From an optimization exercise on the open Yosys and OpenROAD flow, aimed at a short achievable clock period and few clock cycles per item; shortcuts taken in it are not production practice. The RTL was checked by simulation tests, not by an equivalence proof against the original design. Power and IR drop assume default switching activity.

--- design/flow/config.mk ---
export PLATFORM = sky130hd
export DESIGN_NAME = myCPU
export DESIGN_NICKNAME = myCPU
export VERILOG_FILES = /design/flow/design.v
export SDC_FILE = /design/flow/constraint.sdc
export NUM_CORES = 4
export LEC_CHECK = 0
export CAP_MARGIN = 20
export CORE_MARGIN = 2
export CORE_UTILIZATION = 40
export SLEW_MARGIN = 20
--- design/flow/constraint.sdc ---
create_clock -name core_clock -period 10.0 [get_ports {cpu_clk}]
set_input_delay 2.0000 -clock core_clock [delete_from_list [all_inputs] [get_ports {cpu_clk}]]
set_output_delay 2.0000 -clock core_clock [all_outputs]
set_load 0.01 [all_outputs]
--- design/flow/design.v ---
module ALU (
   input wire [31:0] A,
   input wire [31:0] B,
   input wire [ 2:0] alu_op,
   input wire [ 2:0] br_op,
   output reg [31:0] ALU_C,
   output reg        ALU_F
);
reg [31:0] sub_result;
always @(*) begin
   case (alu_op)
      3'b000: ALU_C = A + B;
      3'b001: ALU_C = A - B;
      3'b010: ALU_C = A & B;
      3'b011:  ALU_C = A | B;
      3'b100: ALU_C = A ^ B;
      3'b101: ALU_C = A << B[4:0];
      3'b110: ALU_C = A >> B[4:0];
      3'b111: ALU_C = $signed(A) >>> B[4:0];
      default: ALU_C = 0;
   endcase
end
always @(*) begin
   sub_result = A - B; 
   case (br_op)
      3'b111:
         ALU_F = 1'b0;
      3'b000:
         if (sub_result == 0)
            ALU_F = 1'b1;
         else
            ALU_F = 1'b0;
      3'b010:
         if ($signed(A) < $signed(B))
            ALU_F = 1'b1;
         else
            ALU_F = 1'b0;
      3'b001:
         if (sub_result != 0)
            ALU_F = 1'b1;
         else
            ALU_F = 1'b0;
      3'b011:
         if (!($signed(A) < $signed(B)))
            ALU_F = 1'b1;
         else
            ALU_F = 1'b0;
      default: ALU_F = 1'b0;
   endcase
end
endmodule   
module ALUB_MUX (
   input wire        alub_sel,
   input wire [31:0] rD2,
   input wire [31:0] ext,
   output reg [31:0] B
);
   always @(*) begin
      case (alub_sel)
         1'b0: B = rD2;
         1'b1: B = ext;
         default: B = rD2;
      endcase
   end
endmodule  
module BMHU (  
   input cpu_rst,
   input cpu_clk,
   input wire is_B,    
   input wire real_br,   
   input wire pre_br,    
   input wire [31:0] pc_EX_out,
   input wire [31:0] pc4_EX_out,
   input wire [31:0] ext_EX_out,
   output wire Flush_B,
   output wire [31:0] br_pc
);
   reg pre_br_ex;
   always @(posedge cpu_clk or posedge cpu_rst) begin
      if (cpu_rst)
         pre_br_ex <= 1'b0;
      else 
         pre_br_ex <= pre_br;
   end
   assign Flush_B = is_B && (pre_br_ex != real_br); 
   assign br_pc = real_br? (pc_EX_out + ext_EX_out) : pc4_EX_out;
endmodule  
module BrPredictor (
   input wire cpu_rst,
   input wire cpu_clk,
   input wire is_B,      
   input wire real_br,   
   output wire pre_br
);
   reg [1:0] current_state;
   reg [1:0] next_state;
   always @(posedge cpu_clk or posedge cpu_rst) begin
      if (cpu_rst) 
         current_state <= 2'b01;    
      else if (is_B)
         current_state <= next_state;
      else 
         current_state <= current_state;
   end
   always @(*) begin
      case (current_state)
         2'b11:  
            if (real_br) 
               next_state = 2'b11;
            else 
               next_state = 2'b10;
         2'b10:
            if (real_br) 
               next_state = 2'b11;
            else 
               next_state = 2'b01;            
         2'b01:
            if (real_br) 
               next_state = 2'b10;
            else 
               next_state = 2'b00;
         2'b00:
            if (real_br) 
               next_state = 2'b01;
            else 
               next_state = 2'b00;
         default: next_state = 2'b01;
      endcase
   end
   assign pre_br = current_state[1];
endmodule  
module Controller (
   input  wire [31:0] inst,
   output wire [ 2:0] sext_op,
   output wire        ram_we,
   output wire [ 2:0] alu_op,
   output wire        alub_sel,
   output wire        rf_we,
   output wire [ 1:0] rf_wsel,
   output wire [ 2:0] br_op,
   output wire        rR1_read,
   output wire        rR2_read,
   output wire        is_load,
   output wire        is_B,
   output wire        is_jal,
   output wire        is_jalr
);
   assign rR1_read = ~ ((opcode == 7'b0110111) || (opcode == 7'b1101111));
   assign rR2_read = ((opcode == 7'b1100011) || (opcode == 7'b0100011) || (opcode == 7'b0110011));
   assign is_load = (opcode == 7'b0000011);
   assign is_B = (opcode == 7'b1100011);
   assign is_jal = (opcode == 7'b1101111);
   assign is_jalr = (opcode == 7'b1100111);
   wire [6:0] opcode = inst[6:0];
   wire [2:0] funct3 = inst[14:12];
   wire [6:0] funct7 = inst[31:25];
   reg [16:0] ctrl_info;
   always @(*) begin
      case (opcode)
         7'b0110011:
            case (funct3)
               3'b000:
                  case (funct7)
                     7'b0000000: ctrl_info = 16'b111_00_0_000_0_1_00_111;      
                     7'b0100000: ctrl_info = 16'b111_00_0_001_0_1_00_111;      
                     default:    ctrl_info = 16'b111_00_0_000_0_0_00_111;     
                  endcase
               3'b111:  ctrl_info = 16'b111_00_0_010_0_1_00_111;      
               3'b110:  ctrl_info = 16'b111_00_0_011_0_1_00_111;      
               3'b100:  ctrl_info = 16'b111_00_0_100_0_1_00_111;      
               3'b001:  ctrl_info = 16'b111_00_0_101_0_1_00_111;      
               3'b101: 
                  case (funct7)
                     7'b0000000: ctrl_info = 16'b111_00_0_110_0_1_00_111;      
                     7'b0100000: ctrl_info = 16'b111_00_0_111_0_1_00_111;      
                     default:    ctrl_info = 16'b111_00_0_000_0_0_00_111;     
                  endcase
               default: ctrl_info = 16'b111_00_0_000_0_0_00_111;
            endcase
         7'b0010011:
            case (funct3)
               3'b000:  ctrl_info = 16'b000_00_0_000_1_1_00_111;      
               3'b111:  ctrl_info = 16'b000_00_0_010_1_1_00_111;      
               3'b110:  ctrl_info = 16'b000_00_0_011_1_1_00_111;      
               3'b100:  ctrl_info = 16'b000_00_0_100_1_1_00_111;      
               3'b001:  ctrl_info = 16'b000_00_0_101_1_1_00_111;      
               3'b101:
                  case(funct7)
                     7'b0000000:  ctrl_info = 16'b000_00_0_110_1_1_00_111;      
                     7'b0100000:  ctrl_info = 16'b000_00_0_111_1_1_00_111;      
                     default:     ctrl_info = 16'b111_00_0_000_0_0_00_111;     
                  endcase
               default: ctrl_info = 16'b111_00_0_000_0_0_00_111;    
            endcase
         7'b0000011: ctrl_info = 16'b000_00_0_000_1_1_01_111;   
         7'b1100111: ctrl_info = 16'b000_11_0_000_0_1_10_111;     
         7'b0100011: ctrl_info = 16'b001_00_1_000_1_0_10_111;     
         7'b1100011: 
            case (funct3)
               3'b000:  ctrl_info = 16'b010_10_0_000_0_0_00_000;      
               3'b001:  ctrl_info = 16'b010_10_0_000_0_0_00_001;      
               3'b100:  ctrl_info = 16'b010_10_0_000_0_0_00_010;      
               3'b101:  ctrl_info = 16'b010_10_0_000_0_0_00_011;      
               default: ctrl_info = 16'b111_00_0_000_0_0_00_111;     
            endcase
         7'b0110111: ctrl_info = 16'b011_00_0_000_0_1_11_111;    
         7'b1101111: ctrl_info = 16'b100_01_0_000_0_1_10_111;    
         default:   ctrl_info = 16'b111_00_0_000_0_0_00_111;   
      endcase
   end
   assign sext_op  = ctrl_info[15:13];
   assign ram_we   = ctrl_info[10];
   assign alu_op   = ctrl_info[9:7];
   assign alub_sel = ctrl_info[6];
   assign rf_we    = ctrl_info[5];
   assign rf_wsel  = ctrl_info[4:3];
   assign br_op    = ctrl_info[2:0];
endmodule   
module DHDU (   
   input wire is_load,     
   input wire rR1_read,
   input wire rR2_read,
   input wire [4:0] rR1_ID_in,
   input wire [4:0] rR2_ID_in,
   input wire rf_we_EX_in,
   input wire rf_we_MEM_in,
   input wire rf_we_WB_in,
   input wire [4:0] wR_EX_in,
   input wire [4:0] wR_MEM_in,
   input wire [4:0] wR_WB_in,
   output wire RAW_A_rR1,
   output wire RAW_A_rR2,
   output wire RAW_B_rR1,
   output wire RAW_B_rR2,
   output wire RAW_C_rR1,
   output wire RAW_C_rR2,
   output wire nop_data
);
   wire load_use_hazard;
   assign RAW_A_rR1 = wR_EX_in && rR1_read && rf_we_EX_in && (rR1_ID_in == wR_EX_in); 
   assign RAW_A_rR2 = wR_EX_in && rR2_read && rf_we_EX_in && (rR2_ID_in == wR_EX_in);
   assign RAW_B_rR1 = wR_MEM_in && rR1_read && rf_we_MEM_in && (rR1_ID_in == wR_MEM_in);
   assign RAW_B_rR2 = wR_MEM_in && rR2_read && rf_we_MEM_in && (rR2_ID_in == wR_MEM_in);
   assign RAW_C_rR1 = wR_WB_in && rR1_read && rf_we_WB_in && (rR1_ID_in == wR_WB_in);
   assign RAW_C_rR2 = wR_WB_in && rR2_read && rf_we_WB_in && (rR2_ID_in == wR_WB_in);
   assign load_use_hazard = is_load && (RAW_A_rR1 || RAW_A_rR2);  
   assign nop_data = load_use_hazard;
endmodule  
module ForwardU (  
   input wire RAW_A_rR1,
   input wire RAW_A_rR2,
   input wire RAW_B_rR1,
   input wire RAW_B_rR2,
   input wire RAW_C_rR1,
   input wire RAW_C_rR2,
   input wire [31:0] ALU_C_EX_out,   
   input wire [31:0] ext_EX_out,
   input wire [31:0] pc4_EX_out,
   input wire [ 1:0] rf_wsel_EX_out, 
   input wire [31:0] wD_MEM_out,   
   input wire [31:0] wD_WB_in,    
   output wire forward_en_rD1,
   output wire forward_en_rD2,
   output reg [31:0] forward_rD1,
   output reg [31:0] forward_rD2
);
   reg [31:0] wD_RAW_A;   
   always @(*) begin
      case (rf_wsel_EX_out)
         2'b00 : wD_RAW_A = ALU_C_EX_out;
         2'b10 : wD_RAW_A = pc4_EX_out;
         2'b11 : wD_RAW_A = ext_EX_out;
         default : wD_RAW_A = 32'h0;
      endcase
   end
   assign forward_en_rD1 = (RAW_A_rR1 || RAW_B_rR1 || RAW_C_rR1);
   assign forward_en_rD2 = (RAW_A_rR2 || RAW_B_rR2 || RAW_C_rR2);
   always @(*) begin
      if (RAW_A_rR1)
         forward_rD1 = wD_RAW_A;
      else if (RAW_B_rR1)
         forward_rD1 = wD_MEM_out;
      else if (RAW_C_rR1)
         forward_rD1 = wD_WB_in;
      else
         forward_rD1 = 32'h0;
   end
   always @(*) begin
      if (RAW_A_rR2)
         forward_rD2 = wD_RAW_A;
      else if (RAW_B_rR2)
         forward_rD2 = wD_MEM_out;
      else if (RAW_C_rR2)
         forward_rD2 = wD_WB_in;
      else
         forward_rD2 = 32'h0;         
   end
endmodule  
module JumpDU (     
   input wire is_jal,
   input wire is_jalr,
   input wire is_B,    
   input wire pre_br,
   output wire Flush_jump,
   output wire B_jump
);
   assign Flush_jump = is_jal || is_jalr || B_jump;
   assign B_jump = is_B && pre_br;
endmodule
module NPC (
   input wire [31:0] pc,
   input wire        op,
   input wire [31:0] new_pc,
   output reg [31:0] npc,
   output reg [31:0] pc4
);
   always @(*) begin
      case (op)
         2'b0:   npc = pc + 4;
         2'b1:   npc = new_pc;
         default:    npc = pc + 4;
      endcase  
   end
   always @(*) begin
      pc4 = pc + 4;
   end
endmodule   
module NPC_Sel (
   input wire is_jal,
   input wire is_jalr,
   input wire Flush_B,
   input wire B_jump,       
   input wire [31:0] br_pc,   
   input wire [31:0] pc_ID_in,
   input wire [31:0] ext_ID_out,
   input wire [31:0] rD1_ID_out,
   input wire forward_en_rD1,
   input wire [31:0] forward_rD1,
   output reg [31:0] new_pc,
   output wire npc_op
);
   always @(*) begin
      new_pc = 32'h0;
      if (Flush_B) 
         new_pc = br_pc;
      else if (is_jal || B_jump) 
         new_pc = pc_ID_in + ext_ID_out;
      else if (is_jalr)
         if (forward_en_rD1) 
            new_pc = forward_rD1 + ext_ID_out;
         else
            new_pc = rD1_ID_out + ext_ID_out;
   end
   assign npc_op = is_jal || is_jalr || Flush_B || B_jump;
endmodule
module PC (
   input wire        cpu_rst,
   input wire        cpu_clk,
   input wire [31:0] din,
   input wire        nop_data,
   output reg [31:0] pc
);
   always @(posedge cpu_clk or posedge cpu_rst) begin
      if (cpu_rst) 
         pc <= 32'h0;
      else if (nop_data)
         pc <= pc;
      else
         pc <= din;
   end
endmodule   
module REG_EX_MEM (
   input wire cpu_rst,
   input wire cpu_clk,
   input wire [31:0] ext_EX_out,
   output reg [31:0] ext_MEM_in,
   input wire [31:0] pc4_EX_out,
   output reg [31:0] pc4_MEM_in,
   input wire [4:0] wR_EX_out,
   output reg [4:0] wR_MEM_in,
   input wire ram_we_EX_out,
   output reg ram_we_MEM_in,
   input wire [1:0] rf_wsel_EX_out,
   output reg [1:0] rf_wsel_MEM_in,
   input wire rf_we_EX_out,
   output reg rf_we_MEM_in,
   input wire [31:0] rD2_EX_out,
   output reg [31:0] rD2_MEM_in,
   input wire [31:0] ALU_C_EX_out,
   output reg [31:0] ALU_C_MEM_in,
   input wire [31:0] pc_EX_out,
   output reg [31:0] pc_MEM_in
   , 
   input wire inst_valid_EX_out,
   output reg inst_valid_MEM_in
);
   always @(posedge cpu_clk or posedge cpu_rst) begin
      if (cpu_rst) begin
         ext_MEM_in <= 32'h0;
      end
      else begin
         ext_MEM_in <= ext_EX_out;
      end
   end
   always @(posedge cpu_clk or posedge cpu_rst) begin
      if (cpu_rst) begin
         pc4_MEM_in <= 32'h0;
      end
      else begin
         pc4_MEM_in <= pc4_EX_out;
      end
   end
   always @(posedge cpu_clk or posedge cpu_rst) begin
      if (cpu_rst) begin
         wR_MEM_in <= 5'b0;
      end
      else begin
         wR_MEM_in <= wR_EX_out;
      end
   end
   always @(posedge cpu_clk or posedge cpu_rst) begin
      if (cpu_rst) begin
         ram_we_MEM_in <= 1'b0;
      end
      else begin
         ram_we_MEM_in <= ram_we_EX_out;
      end
   end
   always @(posedge cpu_clk or posedge cpu_rst) begin
      if (cpu_rst) begin
         rf_wsel_MEM_in <= 2'b0;
      end
      else begin
         rf_wsel_MEM_in <= rf_wsel_EX_out;
      end
   end
   always @(posedge cpu_clk or posedge cpu_rst) begin
      if (cpu_rst) begin
         rf_we_MEM_in <= 1'b0;
      end
      else begin
         rf_we_MEM_in <= rf_we_EX_out;
      end
   end
   always @(posedge cpu_clk or posedge cpu_rst) begin
      if (cpu_rst) begin
         rD2_MEM_in <= 32'h0;
      end
      else begin
         rD2_MEM_in <= rD2_EX_out;
      end
   end
   always @(posedge cpu_clk or posedge cpu_rst) begin
      if (cpu_rst) begin
         ALU_C_MEM_in <= 32'h0;
      end
      else begin
         ALU_C_MEM_in <= ALU_C_EX_out;
      end
   end
   always @(posedge cpu_clk or posedge cpu_rst) begin
      if (cpu_rst) begin
         pc_MEM_in <= 32'h0;
      end
      else begin
         pc_MEM_in <= pc_EX_out;
      end
   end
   always @(posedge cpu_clk or posedge cpu_rst) begin
      if (cpu_rst)
         inst_valid_MEM_in <= 1'b0;
      else 
         inst_valid_MEM_in <= inst_valid_EX_out;
   end
endmodule  
module REG_ID_EX (
   input wire cpu_rst,
   input wire cpu_clk,
   input wire [31:0] ext_ID_out,
   output reg [31:0] ext_EX_in,
   input wire [31:0] pc4_ID_out,
   output reg [31:0] pc4_EX_in,
   input wire [4:0] wR_ID_out,
   output reg [4:0] wR_EX_in,
   input wire ram_we_ID_out,
   output reg ram_we_EX_in,
   input wire [2:0] alu_op_ID_out,
   output reg [2:0] alu_op_EX_in,
   input wire alub_sel_ID_out,
   output reg alub_sel_EX_in,
   input wire [1:0] rf_wsel_ID_out,
   output reg [1:0] rf_wsel_EX_in,
   input wire rf_we_ID_out,
   output reg rf_we_EX_in,
   input wire [2:0] br_op_ID_out,
   output reg [2:0] br_op_EX_in,
   input wire [31:0] rD1_ID_out,
   output reg [31:0] rD1_EX_in,
   input wire [31:0] rD2_ID_out,
   output reg [31:0] rD2_EX_in,
   input wire forward_en_rD1,
   input wire forward_en_rD2,
   input wire [31:0] forward_rD1,
   input wire [31:0] forward_rD2,
   input wire is_load_ID_out,
   output reg is_load_EX_in,
   input wire is_B_ID_out,
   output reg is_B_EX_in,
   input wire [31:0] pc_ID_out,
   output reg [31:0] pc_EX_in,
   input wire nop_data,
   input wire Flush_B
   , 
   input wire inst_valid_ID_out,
   output reg inst_valid_EX_in
);
   always @(posedge cpu_clk or posedge cpu_rst) begin
      if (cpu_rst)
         ext_EX_in <= 32'h0;
      else
         ext_EX_in <= ext_ID_out;
   end
   always @(posedge cpu_clk or posedge cpu_rst) begin
      if (cpu_rst)
         pc4_EX_in <= 32'h0;
      else
         pc4_EX_in <= pc4_ID_out;
   end
   always @(posedge cpu_clk or posedge cpu_rst) begin
      if (cpu_rst)
         wR_EX_in <= 5'b0;
      else if (Flush_B || nop_data)
         wR_EX_in <= 5'b0;
      else
         wR_EX_in <= wR_ID_out;
   end
   always @(posedge cpu_clk or posedge cpu_rst) begin
      if (cpu_rst)
         ram_we_EX_in <= 1'b0;
      else if (Flush_B || nop_data)
         ram_we_EX_in <= 1'b0;
      else
         ram_we_EX_in <= ram_we_ID_out;
   end
   always @(posedge cpu_clk or posedge cpu_rst) begin
      if (cpu_rst)
         alu_op_EX_in <= 3'b0;
      else if (Flush_B || nop_data)
         alu_op_EX_in <= 3'b0;
      else
         alu_op_EX_in <= alu_op_ID_out;
   end
   always @(posedge cpu_clk or posedge cpu_rst) begin
      if (cpu_rst)
         alub_sel_EX_in <= 1'b0;
      else
         alub_sel_EX_in <= alub_sel_ID_out;
   end
   always @(posedge cpu_clk or posedge cpu_rst) begin
      if (cpu_rst)
         rf_wsel_EX_in <= 2'b0;
      else if (Flush_B || nop_data)
         rf_wsel_EX_in <= 2'b0;
      else
         rf_wsel_EX_in <= rf_wsel_ID_out;
   end
   always @(posedge cpu_clk or posedge cpu_rst) begin
      if (cpu_rst)
         rf_we_EX_in <= 1'b0;
      else if (Flush_B || nop_data)
         rf_we_EX_in <= 1'b0;
      else
         rf_we_EX_in <= rf_we_ID_out;
   end
   always @(posedge cpu_clk or posedge cpu_rst) begin
      if (cpu_rst)
         br_op_EX_in <= 3'b111;
      else if (Flush_B || nop_data)
         br_op_EX_in <= 3'b111;
      else
         br_op_EX_in <= br_op_ID_out;
   end
   always @(posedge cpu_clk or posedge cpu_rst) begin
      if (cpu_rst)
         rD1_EX_in <= 32'h0;
      else if (forward_en_rD1)
         rD1_EX_in <= forward_rD1;
      else
         rD1_EX_in <= rD1_ID_out;
   end
   always @(posedge cpu_clk or posedge cpu_rst) begin
      if (cpu_rst)
         rD2_EX_in <= 32'h0;
      else if (forward_en_rD2)
         rD2_EX_in <= forward_rD2;
      else
         rD2_EX_in <= rD2_ID_out;
   end
   always @(posedge cpu_clk or posedge cpu_rst) begin
      if (cpu_rst)
         is_load_EX_in <= 1'b0;
      else if (Flush_B || nop_data)
         is_load_EX_in <= 1'b0;
      else
         is_load_EX_in <= is_load_ID_out;
   end  
   always @(posedge cpu_clk or posedge cpu_rst) begin
      if (cpu_rst)
         is_B_EX_in <= 1'b0;
      else if (Flush_B || nop_data)
         is_B_EX_in <= 1'b0;
      else
         is_B_EX_in <= is_B_ID_out;
   end  
   always @(posedge cpu_clk or posedge cpu_rst) begin
      if (cpu_rst)
         pc_EX_in <= 32'h0;
      else if (Flush_B || nop_data)
         pc_EX_in <= 32'h0;
      else
         pc_EX_in <= pc_ID_out;
   end
   always @(posedge cpu_clk or posedge cpu_rst) begin
      if (cpu_rst)
         inst_valid_EX_in <= 1'b0;
      else if (Flush_B || nop_data)
         inst_valid_EX_in <= 1'b0;
      else
         inst_valid_EX_in <= inst_valid_ID_out;
   end
endmodule  
module REG_IF_ID (
   input cpu_rst,
   input cpu_clk,
   input wire [31:0] pc4_IF_out,
   output reg [31:0] pc4_ID_in,
   input wire [31:0] inst_IF_out,
   output reg [31:0] inst_ID_in,
   input wire [31:0] pc_IF_out,
   output reg [31:0] pc_ID_in,
   input wire nop_data,
   input wire Flush_B,
   input wire Flush_jump
   , 
   output reg inst_valid_ID_in
);
   always @(posedge cpu_clk or posedge cpu_rst ) begin
      if (cpu_rst) 
         pc4_ID_in <= 32'h0;
      else if (Flush_B || (Flush_jump && !nop_data)) 
         pc4_ID_in <= 32'h0;
      else if (nop_data) 
         pc4_ID_in <= pc4_ID_in;
      else 
         pc4_ID_in <= pc4_IF_out;
   end
   always @(posedge cpu_clk or posedge cpu_rst) begin
      if (cpu_rst)
         inst_ID_in <= 32'h0;
      else if (Flush_B || (Flush_jump && !nop_data)) 
         inst_ID_in <= 32'h0;
      else if (nop_data)
         inst_ID_in <= inst_ID_in;
      else
         inst_ID_in <= inst_IF_out;
   end
   always @(posedge cpu_clk or posedge cpu_rst) begin
      if (cpu_rst)
         pc_ID_in <= 32'h0;
      else if (Flush_B || (Flush_jump && !nop_data))
         pc_ID_in <= 32'h0;
      else if (nop_data)
         pc_ID_in <= pc_ID_in;
      else
         pc_ID_in <= pc_IF_out;
   end   
   always @(posedge cpu_clk or posedge cpu_rst) begin
      if (cpu_rst)
         inst_valid_ID_in <= 1'b0;
      else if (Flush_B || (Flush_jump && !nop_data))
         inst_valid_ID_in <= 1'b0;
      else
         inst_valid_ID_in <= 1'b1;
   end
endmodule  
module REG_MEM_WB (
   input wire cpu_rst,
   input wire cpu_clk,
   input wire [4:0] wR_MEM_out,
   output reg [4:0] wR_WB_in,
   input wire rf_we_MEM_out,
   output reg rf_we_WB_in,
   input wire [31:0] wD_MEM_out,
   output reg [31:0] wD_WB_in,
   input wire [31:0] pc_MEM_out,
   output reg [31:0] pc_WB_in   
   , 
   input wire inst_valid_MEM_out,
   output reg inst_valid_WB_in
);
   always @(posedge cpu_clk or posedge cpu_rst) begin
      if (cpu_rst) begin
         wR_WB_in <= 5'b0;
      end
      else begin
         wR_WB_in <= wR_MEM_out;
      end
   end
   always @(posedge cpu_clk or posedge cpu_rst) begin
      if (cpu_rst) begin
         rf_we_WB_in <= 1'b0;
      end
      else begin
         rf_we_WB_in <= rf_we_MEM_out;
      end
   end
   always @(posedge cpu_clk or posedge cpu_rst) begin
      if (cpu_rst) begin
         wD_WB_in <= 32'h0;
      end
      else begin
         wD_WB_in <= wD_MEM_out;
      end
   end
   always @(posedge cpu_clk or posedge cpu_rst) begin
      if (cpu_rst) begin
         pc_WB_in <= 32'h0;
      end
      else begin
         pc_WB_in <= pc_MEM_out;
      end
   end
   always @(posedge cpu_clk or posedge cpu_rst) begin
      if (cpu_rst)
         inst_valid_WB_in <= 1'b0;
      else 
         inst_valid_WB_in <= inst_valid_MEM_out;
   end
endmodule  
module RF (
   input  wire        cpu_clk,
   input  wire        cpu_rst,
   input  wire [ 4:0] rR1,    
   input  wire [ 4:0] rR2,    
   input  wire [ 4:0] wR,     
   input  wire        we,     
   input  wire [31:0] wD,     
   output reg  [31:0] rD1,    
   output reg  [31:0] rD2     
);
   reg [31:0] registers [31:0];    
   integer i;
   always @(posedge cpu_clk) begin
      if (cpu_rst) begin
         for (i = 0; i < 32; i = i + 1) begin
            registers[i] <= 0;
         end
      end
      if (we) begin
         if (wR == 0) begin
            registers[wR] <= 0;
         end
         else registers[wR] <= wD;
      end
   end
   always @(*) begin
      rD1 = registers[rR1];
      rD2 = registers[rR2];
   end
endmodule   
module RF_MUX (
   input wire [ 1:0] rf_wsel,
   input wire [31:0] pc4,
   input wire [31:0] ext,
   input wire [31:0] ALU_C,
   input wire [31:0] rdo,
   output reg [31:0] wD
);
   always @(*) begin
      case (rf_wsel)
         2'b00: wD = ALU_C;
         2'b01: wD = rdo;
         2'b10: wD = pc4;
         2'b11: wD = ext;
         default: wD = 32'h00000000;
      endcase
   end
endmodule   
module SEXT (
   input wire [ 2:0] op,
   input wire [24:0] din,
   output reg [31:0] ext
);
   always @(*) begin
      case (op)
         3'b000: ext = {(din[24]? 20'hFFFFF : 20'h00000), din[24:13]};
         3'b001: ext = {(din[24]? 20'hFFFFF : 20'h00000), din[24:18], din[4:0]};
         3'b010: ext = {(din[24]? 20'hFFFFF : 20'h00000), din[0], din[23:18], din[4:1], 1'b0};
         3'b011: ext = {din[24:5], 12'h000};
         3'b100: ext = {(din[24]? 12'hFFF : 12'h000), din[12:5], din[13], din[23:14], 1'b0};
         default: ext = 32'h00000000;
      endcase
   end
endmodule  
`timescale 1ns / 1ps
module myCPU (
    input  wire         cpu_rst,
    input  wire         cpu_clk,
    output wire [15:0]  inst_addr,
    input  wire [31:0]  inst
    ,
    output wire [31:0] ram_addr,
    input  wire [31:0] ram_rdata,
    output wire        ram_wen,
    output wire [31:0] ram_wdata,
    output reg         debug_wb_have_inst,
    output reg [31:0]  debug_wb_pc,
    output reg         debug_wb_ena,
    output reg [ 4:0]  debug_wb_reg,
    output reg [31:0]  debug_wb_value
);
    wire [31:0] pc4_IF_out;
    wire [31:0] pc4_ID_in; 
    wire [31:0] inst_ID_in;
    wire [31:0] ext_ID_out;
    wire [31:0] ext_EX_in;
    wire [31:0] pc4_ID_out = pc4_ID_in;
    wire [31:0] pc4_EX_in;
    wire [4:0] wR_ID_out = wR_ID_in;
    wire [4:0] wR_EX_in;
    wire ram_we_ID_out;
    wire ram_we_EX_in;
    wire [2:0] alu_op_ID_out;
    wire [2:0] alu_op_EX_in;
    wire alub_sel_ID_out;
    wire alub_sel_EX_in;
    wire [1:0] rf_wsel_ID_out;
    wire [1:0] rf_wsel_EX_in;
    wire rf_we_ID_out;
    wire rf_we_EX_in;
    wire [2:0] br_op_ID_out;
    wire [2:0] br_op_EX_in;
    wire [31:0] rD1_ID_out;
    wire [31:0] rD1_EX_in;
    wire [31:0] rD2_ID_out;
    wire [31:0] rD2_EX_in;
    wire is_load_ID_out;
    wire is_load_EX_in;
    wire is_B_ID_out;
    wire is_B_EX_in;
    wire [31:0] ext_EX_out = ext_EX_in;
    wire [31:0] ext_MEM_in;
    wire [31:0] pc4_EX_out = pc4_EX_in;
    wire [31:0] pc4_MEM_in;
    wire [4:0] wR_EX_out = wR_EX_in;
    wire [4:0] wR_MEM_in;
    wire ram_we_EX_out = ram_we_EX_in;
    wire ram_we_MEM_in;
    wire [1:0] rf_wsel_EX_out = rf_wsel_EX_in;
    wire [1:0] rf_wsel_MEM_in;
    wire rf_we_EX_out = rf_we_EX_in;
    wire rf_we_MEM_in;
    wire [31:0] rD2_EX_out = rD2_EX_in;
    wire [31:0] rD2_MEM_in;
    wire [31:0] ALU_C_EX_out;
    wire [31:0] ALU_C_MEM_in; 
    wire [4:0] wR_MEM_out = wR_MEM_in;
    wire [4:0] wR_WB_in;
    wire rf_we_MEM_out = rf_we_MEM_in;
    wire rf_we_WB_in;
    wire [31:0] wD_MEM_out;
    wire [31:0] wD_WB_in; 
    wire [31:0] pc_ID_in;
    wire [31:0] pc_ID_out = pc_ID_in;
    wire [31:0] pc_EX_in;
    wire [31:0] pc_EX_out = pc_EX_in;
    wire [31:0] pc_MEM_in;
    wire [31:0] pc_MEM_out = pc_MEM_in;
    wire [31:0] pc_WB_in;
    wire inst_valid_ID_in;
    wire inst_valid_ID_out = inst_valid_ID_in;
    wire inst_valid_EX_in;
    wire inst_valid_EX_out = inst_valid_EX_in;
    wire inst_valid_MEM_in;
    wire inst_valid_MEM_out = inst_valid_MEM_in;
    wire inst_valid_WB_in;
    wire [31:0] npc_IF_out;
    wire [31:0] pc_IF_out;
    wire [2:0] sext_op_ID_out;
    wire [31:0] B_EX_out;
    wire [24:0] sext_din_ID_in = inst_ID_in[31:7];
    wire [4:0] rR1_ID_in = inst_ID_in[19:15];
    wire [4:0] rR2_ID_in = inst_ID_in[24:20];
    wire [4:0] wR_ID_in  = inst_ID_in[11:7];
    wire ALU_F_EX_out;
    wire rR1_read;
    wire rR2_read;
    wire RAW_A_rR1;
    wire RAW_A_rR2;
    wire RAW_B_rR1;
    wire RAW_B_rR2;
    wire RAW_C_rR1;
    wire RAW_C_rR2;
    wire nop_data;
    wire forward_en_rD1;
    wire forward_en_rD2;
    wire [31:0] forward_rD1;
    wire [31:0] forward_rD2;
    wire pre_br;
    wire [31:0] br_pc;
    wire Flush_B;
    wire is_jal;
    wire is_jalr;
    wire Flush_jump;
    wire B_jump;
    wire npc_op;
    wire [31:0] new_pc;
    wire [31:0] rdo_MEM_out = ram_rdata;
    assign ram_addr = ALU_C_MEM_in;
    assign ram_wen = ram_we_MEM_in;
    assign ram_wdata = rD2_MEM_in;
    assign inst_addr = pc_IF_out[17:2]; 
    DHDU data_hazard_detection_unit (
        .is_load(is_load_EX_in),
        .rR1_read(rR1_read),
        .rR2_read(rR2_read),
        .rR1_ID_in(rR1_ID_in),
        .rR2_ID_in(rR2_ID_in),
        .rf_we_EX_in(rf_we_EX_in),
        .rf_we_MEM_in(rf_we_MEM_in),
        .rf_we_WB_in(rf_we_WB_in),
        .wR_EX_in(wR_EX_in),
        .wR_MEM_in(wR_MEM_in),
        .wR_WB_in(wR_WB_in),
        .RAW_A_rR1(RAW_A_rR1),
        .RAW_A_rR2(RAW_A_rR2),
        .RAW_B_rR1(RAW_B_rR1),
        .RAW_B_rR2(RAW_B_rR2),
        .RAW_C_rR1(RAW_C_rR1),
        .RAW_C_rR2(RAW_C_rR2),
        .nop_data(nop_data)
    );
    ForwardU forwarding_unit (
        .RAW_A_rR1(RAW_A_rR1),
        .RAW_A_rR2(RAW_A_rR2),
        .RAW_B_rR1(RAW_B_rR1),
        .RAW_B_rR2(RAW_B_rR2),
        .RAW_C_rR1(RAW_C_rR1),
        .RAW_C_rR2(RAW_C_rR2),
        .ALU_C_EX_out(ALU_C_EX_out),
        .ext_EX_out(ext_EX_out),
        .pc4_EX_out(pc4_EX_out),
        .rf_wsel_EX_out(rf_wsel_EX_out),
        .wD_MEM_out(wD_MEM_out),
        .wD_WB_in(wD_WB_in),
        .forward_en_rD1(forward_en_rD1),
        .forward_en_rD2(forward_en_rD2),
        .forward_rD1(forward_rD1),
        .forward_rD2(forward_rD2)
    );
    BrPredictor branch_predictor_inst (
        .cpu_rst(cpu_rst),
        .cpu_clk(cpu_clk),
        .is_B(is_B_EX_in),
        .real_br(ALU_F_EX_out),
        .pre_br(pre_br)
    );
    BMHU bmhu_inst (
        .cpu_rst(cpu_rst),
        .cpu_clk(cpu_clk),
        .is_B(is_B_EX_in),
        .real_br(ALU_F_EX_out),
        .pre_br(pre_br),
        .pc_EX_out(pc_EX_out),
        .pc4_EX_out(pc4_EX_out),
        .ext_EX_out(ext_EX_out),
        .Flush_B(Flush_B),
        .br_pc(br_pc)
    );
    JumpDU jump_detection_unit (
        .is_jal(is_jal),
        .is_jalr(is_jalr),
        .is_B(is_B_ID_out),
        .pre_br(pre_br),
        .Flush_jump(Flush_jump),
        .B_jump(B_jump)
    );
    NPC_Sel npc_select (
        .is_jal(is_jal),
        .is_jalr(is_jalr),
        .Flush_B(Flush_B),
        .B_jump(B_jump),
        .br_pc(br_pc),
        .pc_ID_in(pc_ID_in),
        .ext_ID_out(ext_ID_out),
        .rD1_ID_out(rD1_ID_out),
        .forward_en_rD1(forward_en_rD1),
        .forward_rD1(forward_rD1),
        .new_pc(new_pc),
        .npc_op(npc_op)
    );
    PC pc_inst (
        .cpu_rst(cpu_rst),
        .cpu_clk(cpu_clk),
        .din(npc_IF_out),
        .nop_data(nop_data),
        .pc(pc_IF_out)
    );
    NPC npc_inst (
        .pc(pc_IF_out),
        .op(npc_op),
        .new_pc(new_pc),
        .npc(npc_IF_out),
        .pc4(pc4_IF_out)
    );
    REG_IF_ID reg_if_id (
        .cpu_rst(cpu_rst),  
        .cpu_clk(cpu_clk),
        .pc4_IF_out(pc4_IF_out),
        .pc4_ID_in(pc4_ID_in),
        .inst_IF_out(inst),
        .inst_ID_in(inst_ID_in),
        .pc_IF_out(pc_IF_out),
        .pc_ID_in(pc_ID_in),
        .nop_data(nop_data),
        .Flush_B(Flush_B),
        .Flush_jump(Flush_jump)
        ,
        .inst_valid_ID_in(inst_valid_ID_in)
    );
    SEXT sext_inst (
        .op(sext_op_ID_out),
        .din(sext_din_ID_in),
        .ext(ext_ID_out)
    );
    RF rf_inst (
        .cpu_clk(cpu_clk),
        .cpu_rst(cpu_rst),
        .rR1(rR1_ID_in),
        .rR2(rR2_ID_in),
        .wR(wR_WB_in),
        .we(rf_we_WB_in),
        .wD(wD_WB_in),
        .rD1(rD1_ID_out),
        .rD2(rD2_ID_out)
    );
    Controller controller_inst (
        .inst(inst_ID_in),
        .sext_op(sext_op_ID_out),
        .ram_we(ram_we_ID_out),
        .alu_op(alu_op_ID_out),
        .alub_sel(alub_sel_ID_out),
        .rf_we(rf_we_ID_out),
        .rf_wsel(rf_wsel_ID_out),
        .br_op(br_op_ID_out),
        .rR1_read(rR1_read),
        .rR2_read(rR2_read),
        .is_load(is_load_ID_out),
        .is_B(is_B_ID_out),
        .is_jal(is_jal),
        .is_jalr(is_jalr)
    );
    REG_ID_EX reg_id_ex (
        .cpu_rst(cpu_rst),   
        .cpu_clk(cpu_clk),
        .ext_ID_out(ext_ID_out),
        .ext_EX_in(ext_EX_in),
        .pc4_ID_out(pc4_ID_out),
        .pc4_EX_in(pc4_EX_in),
        .wR_ID_out(wR_ID_out),
        .wR_EX_in(wR_EX_in),
        .ram_we_ID_out(ram_we_ID_out),
        .ram_we_EX_in(ram_we_EX_in),
        .alu_op_ID_out(alu_op_ID_out),
        .alu_op_EX_in(alu_op_EX_in),
        .alub_sel_ID_out(alub_sel_ID_out),
        .alub_sel_EX_in(alub_sel_EX_in),
        .rf_wsel_ID_out(rf_wsel_ID_out),
        .rf_wsel_EX_in(rf_wsel_EX_in),
        .rf_we_ID_out(rf_we_ID_out),
        .rf_we_EX_in(rf_we_EX_in),
        .br_op_ID_out(br_op_ID_out),
        .br_op_EX_in(br_op_EX_in),
        .rD1_ID_out(rD1_ID_out),
        .rD1_EX_in(rD1_EX_in),
        .rD2_ID_out(rD2_ID_out),
        .rD2_EX_in(rD2_EX_in),
        .forward_en_rD1(forward_en_rD1),
        .forward_en_rD2(forward_en_rD2),
        .forward_rD1(forward_rD1),
        .forward_rD2(forward_rD2),
        .is_load_ID_out(is_load_ID_out),
        .is_load_EX_in(is_load_EX_in),
        .is_B_ID_out(is_B_ID_out),
        .is_B_EX_in(is_B_EX_in),
        .pc_ID_out(pc_ID_out),
        .pc_EX_in(pc_EX_in),
        .nop_data(nop_data),
        .Flush_B(Flush_B)
        ,
        .inst_valid_ID_out(inst_valid_ID_out),
        .inst_valid_EX_in(inst_valid_EX_in)
    );
    ALUB_MUX alub_mux_inst (
        .alub_sel(alub_sel_EX_in),
        .rD2(rD2_EX_in),
        .ext(ext_EX_in),
        .B(B_EX_out)
    );
    ALU alu_inst (
        .A(rD1_EX_in),
        .B(B_EX_out),
        .alu_op(alu_op_EX_in),
        .br_op(br_op_EX_in),
        .ALU_C(ALU_C_EX_out),
        .ALU_F(ALU_F_EX_out)
    );
    REG_EX_MEM reg_ex_mem (
    .cpu_rst(cpu_rst),
    .cpu_clk(cpu_clk),
    .ext_EX_out(ext_EX_out),
    .ext_MEM_in(ext_MEM_in),
    .pc4_EX_out(pc4_EX_out),
    .pc4_MEM_in(pc4_MEM_in),
    .wR_EX_out(wR_EX_out),
    .wR_MEM_in(wR_MEM_in),
    .ram_we_EX_out(ram_we_EX_out),
    .ram_we_MEM_in(ram_we_MEM_in),
    .rf_wsel_EX_out(rf_wsel_EX_out),
    .rf_wsel_MEM_in(rf_wsel_MEM_in),
    .rf_we_EX_out(rf_we_EX_out),
    .rf_we_MEM_in(rf_we_MEM_in),
    .rD2_EX_out(rD2_EX_out),
    .rD2_MEM_in(rD2_MEM_in),
    .ALU_C_EX_out(ALU_C_EX_out),
    .ALU_C_MEM_in(ALU_C_MEM_in),
    .pc_EX_out(pc_EX_out),
    .pc_MEM_in(pc_MEM_in)
    ,
    .inst_valid_EX_out(inst_valid_EX_out),
    .inst_valid_MEM_in(inst_valid_MEM_in)
    );
    RF_MUX rf_mux_inst (
        .rf_wsel(rf_wsel_MEM_in),
        .pc4(pc4_MEM_in),
        .ext(ext_MEM_in),
        .ALU_C(ALU_C_MEM_in),
        .rdo(rdo_MEM_out),
        .wD(wD_MEM_out)
    );
    REG_MEM_WB reg_mem_wb (
    .cpu_rst(cpu_rst),
    .cpu_clk(cpu_clk),
    .wR_MEM_out(wR_MEM_out),
    .wR_WB_in(wR_WB_in),
    .rf_we_MEM_out(rf_we_MEM_out),
    .rf_we_WB_in(rf_we_WB_in),
    .wD_MEM_out(wD_MEM_out),
    .wD_WB_in(wD_WB_in),
    .pc_MEM_out(pc_MEM_out),
    .pc_WB_in(pc_WB_in)
    ,
    .inst_valid_MEM_out(inst_valid_MEM_out),
    .inst_valid_WB_in(inst_valid_WB_in)
);
    always @(posedge cpu_clk) begin
        debug_wb_have_inst <= inst_valid_WB_in ;
        debug_wb_pc        <= pc_WB_in ;
        debug_wb_ena       <= rf_we_WB_in ;
        debug_wb_reg       <= wR_WB_in ;
        debug_wb_value     <= wD_WB_in;
    end
endmodule
--- design/flow/run.sh ---
#!/bin/bash
# synth_recipe.tcl (not shown) runs the flow's synth.tcl, then flattens the netlist and writes it again
# the make line also repeats each setting of config.mk as NAME=value (left out here)
make -C /OpenROAD-flow-scripts/flow DESIGN_CONFIG=/design/flow/config.mk WORK_HOME=/design/flow/orfs CLKGATE_MAP_FILE= SYNTH_SCRIPT=/design/flow/synth_recipe.tcl finish
==> flow_summary.yaml <==
clock_network:
  insertion_delay_ns: 0.86
  cts_buffer_depth: 3
  clockRootBuffer: "clkbuf_16"
  cts-hold-fix-buffers: 0
  cts-buffers-inserted: 179
  postCtsSetupBuffers: 0
  clkTransAtPathRegs_ns: 0.06
  postCtsResizedCells: 0
  htree_levels: 4
  cts_tree: "done"
  cts_sinks: 1645
worst_hold_path:
  whs_path_depth: 0
  hp-class: "flop to flop"
  holdPathEnd: "reg_mem_wb.pc_WB_in[26]"
  min_from: "reg_ex_mem.pc_MEM_in[26]"
floorplanning:
  io_pins: 218
  core_area_sq_um: 222000
  dieArea_sq_um: 226000
  initial_core_util_pct: 40.1
  row_count: 173
  die_width_um: 475
  dieHeight_um: 475
global_routing:
  overflow: 0
  grt_start_max_net_pins: 155
  grt_pass1_vias: 65418
  antenna_found_initial: 27
  globalRouteTotalUtil_pct: 33.4
  grt_pass1_wl_mm: 524
yosys:
  synthArstFlopShare_pct: 33.4
  synth_fa_ha_area_share_pct: 2.97
  synth_compound_area_share_pct: 9.82
  synth-simple-area-share_pct: 9.92
  synth_top_family_by_area: "multiplexers"
  syn_area_sq_um: 88900
  seq_area_frac_synth_pct: 51.7
  yosysWarnings: 17
  synth_cell_types: 103
  synth_edf_count: 1024
  ys.flop_type: "edfxtp_1"
  synth-xor-area-share_pct: 1.63
  synthMuxAreaShare_pct: 20.6
  syn_inst: 7110
  ys_ff_latch: 1645
  syn_avg_cell_area_sq_um: 12.5
place:
  portBuffers: 217
  dpl.hpwl_mm: 255
  dp_cells: 9970
  routabilityCongestion: 1.04
drt:
  dr.pass1.iters: 9
  wl_met2_mm: 174
  top_layer_used: "met5"
  route.met3.wl_mm: 43.0
  wl_mm: 382
  vias_per_cell: 6.56
  drt-met1-wl_mm: 141
  drc_errors: 0
  num_vias: 67620
  wl_per_cell_um: 37.1
  ant_nets: 0
  drtIter0Drc: 10519
sta:
  setup_tns_ns: 0
  slew_headroom_pct: 17.4
  drv_slew: 0
  max_freq_mhz: 108
  finalCritPeriodShare_pct: 92.4
  rsz0062_at_grt: "no"
  period_needed_ns: 9.24
  fin_skew_ns: 0.0585
  hold_violations: 0
  setup_viol: 0
  worst_pin_slew_ns: 1.20
setup_path:
  cp_max_fo: 23
  r2r_slack_ns: 0.76
  endpoint_kind: "flop"
  reg2reg_depth: 34
  cpMaxStageDelayCell: "dfrtp_2"
  cp-start-kind: "flop"
  worstSetupStartpoint: "reg_id_ex.alub_sel_EX_in"
  cp_slowest_stage_delay_ns: 0.84
  critical_path_class: "flop to flop"
  cp.arrival_ns: 9.96
  worstReg2RegEnd: "pc_inst.pc[31]"
  worst_ep_required_time_ns: 10.73
  r2r-start: "reg_id_ex.alub_sel_EX_in"
final_layout:
  area_delta_synth_final_pct: 13.5
  instances_no_fill: 10311
  largest_reg_flops: 1024
  final_layout_size_suffix_gt1_share_pct: 19.2
  largest-register: "rf_inst.registers"
  fin_nets: 7450
run_status:
  status: "no timing/DRC/antenna violations"
power:
  cellLeakagePower_nw: 37.0
  power.density_nw_per_um2: 209
  ir_worst_vdd_mv: 0.194
job:
  drv_cap: 0
## metal layers
layer	track usage, %	vias to the layer above
met2	52.0	4767
met1	43.1	34833
met5	0	-
met4	17.6	16
met3	8.38	988
li1	-	27016
## area by class of cell
cell class	instances	area (sq um)
sequential	1645	46000
timing repair buffer	464	4200
fill	19876	121000
clock inverter	87	983
inverter	158	601
tap	2975	3720
antenna	13	32.5
multi-input combinational	4729	40500
clock buffer	240	4880
## synth_stat cells (all sizes together) (12+ instances only)
| cell type | instances | area (sq um) |
|---|---|---|
| nor2 | 1295 | 4870 |
| edfxtp | 1024 | 30700 |
| mux4 | 706 | 15900 |
| dfrtp | 546 | 13700 |
| clkbuf | 482 | 1810 |
| nand2 | 356 | 1340 |
| a21oi | 293 | 1470 |
| o21ai | 270 | 1350 |
| ha | 202 | 2530 |
| mux2i | 198 | 1980 |
| inv | 156 | 586 |
| buf | 127 | 621 |
| xnor2 | 110 | 963 |
| nor3 | 94 | 475 |
| a22o | 85 | 744 |
| a21o | 79 | 593 |
| a22oi | 73 | 548 |
| dfxtp | 71 | 1420 |
| nand3 | 66 | 330 |
| o22ai | 61 | 382 |
| xor2 | 55 | 482 |
| o211ai | 52 | 404 |
| and2 | 51 | 319 |
| a211oi | 43 | 328 |
| mux2 | 37 | 417 |
| nand2b | 35 | 219 |
| nor2b | 34 | 213 |
| o221ai | 34 | 298 |
| a21boi | 31 | 233 |
| a31oi | 30 | 188 |
| and3 | 28 | 175 |
| a221oi | 25 | 225 |
| nor4 | 24 | 169 |
| o22a | 23 | 201 |
| a211o | 19 | 166 |
| or2 | 19 | 119 |
| o21a | 18 | 135 |
| o21bai | 18 | 139 |
| or3 | 18 | 123 |
| nand4 | 16 | 100 |
| o31ai | 15 | 113 |
| a2111oi | 14 | 131 |
| nor3b | 14 | 105 |
| o2111ai | 12 | 105 |
## critical path: cells and delay by family (launching register included)
family	cells	cell delay, ns
AO/OA/AOI/OAI	22	5.48
adder cells (fa/ha/maj)	3	0.95
buffers and inverters	4	0.81
flip-flops	1	0.84
multiplexers	2	0.61
AND/OR/NAND/NOR	3	0.44
## metrics by stage
stage,hold WS [ns],power [mW],util [%],setup WS (ns),cell area [sq um]
floorplan,0.324,11.5,-,0.587,89000
global placement,0.325,14.2,42.8,0.983,95000
detailed placement,0.327,14.2,42.8,0.944,95000
CTS,0.325,20.9,45.5,0.915,101000
global route,0.338,21.6,45.5,0.428,101000
finish,0.328,21.0,45.5,0.764,101000
## cells in the final DEF, fill, tap and decap left out, types with 71 or more instances in the layout
master,n
inv_1,152
mux4_2,706
nand2_1,283
nor2_1,1289
a22o_1,85
clkbuf_16,181
a22oi_1,73
dfrtp_1,533
mux2i_1,192
dfxtp_1,71
xnor2_1,110
a21o_1,79
nor3_1,90
edfxtp_1,1024
ha_1,202
clkdlybuf4s50_1,217
a21oi_1,293
o21ai_0,267
buf_4,233
## worst max path at each step
stage | endpoint | cells after the start | slack [ns]
global placement | pc_inst.pc[31] | 24 | 0.98
CTS | pc_inst.pc[31] | 34 | 0.92
finish | pc_inst.pc[31] | 34 | 0.76
detailed placement | pc_inst.pc[31] | 34 | 0.94
floorplan | rf_inst.registers[12][0] | 3 | 0.59
global route | pc_inst.pc[31] | 34 | 0.43
## power by group
group / internal (mW) / leakage, nW / switching [mW] / total, mW
Clock: 3.79 / 2.85 / 2.93 / 6.72
Combinational: 2.04 / 16.3 / 3.18 / 5.22
Sequential: 8.06 / 17.8 / 1.04 / 9.10
## cell families after synthesis
| kind of cell | after synthesis |
|---|---|
| AO/OA/AOI/OAI | 1300 |
| XOR/XNOR | 165 |
| adder cells (fa/ha/maj) | 208 |
| buffers and inverters | 767 |
| flip-flops | 1645 |
| multiplexers | 941 |
| other | 1 |
| AND/OR/NAND/NOR | 2083 |
Testbench counts, summed over its fixed seeds: cycles 30,546, instrs 22,862.

separate check: timing with driven ports:
No port has a modelled driver above. Below, the same layout with a new extraction and two added sets of constraints. Step 1 (the two cells are an assumption about what drives the block):
set clk [get_ports {cpu_clk}]
set_driving_cell -lib_cell sky130_fd_sc_hd__clkbuf_16 $clk
set_driving_cell -lib_cell sky130_fd_sc_hd__buf_2 [delete_from_list [all_inputs] $clk]
Step 2, shift: input delay + t, output delay - t, t = (earliest + latest rising clock arrival at the registers) / 2. This alone moves slack from input paths to output paths. Slacks: ideal / step 1 / step 2; pairs: ideal / step 1.
t, ns: 0.922
setup slack, ns: 0.764 / 0.764 / 0.764
worst data-port slew with drivers (ns): 0.09
After both steps setup and hold are still met in this run. For this run, drivers alone change the setup slack by 0.000 ns; drivers and shift together by 0.000 ns.
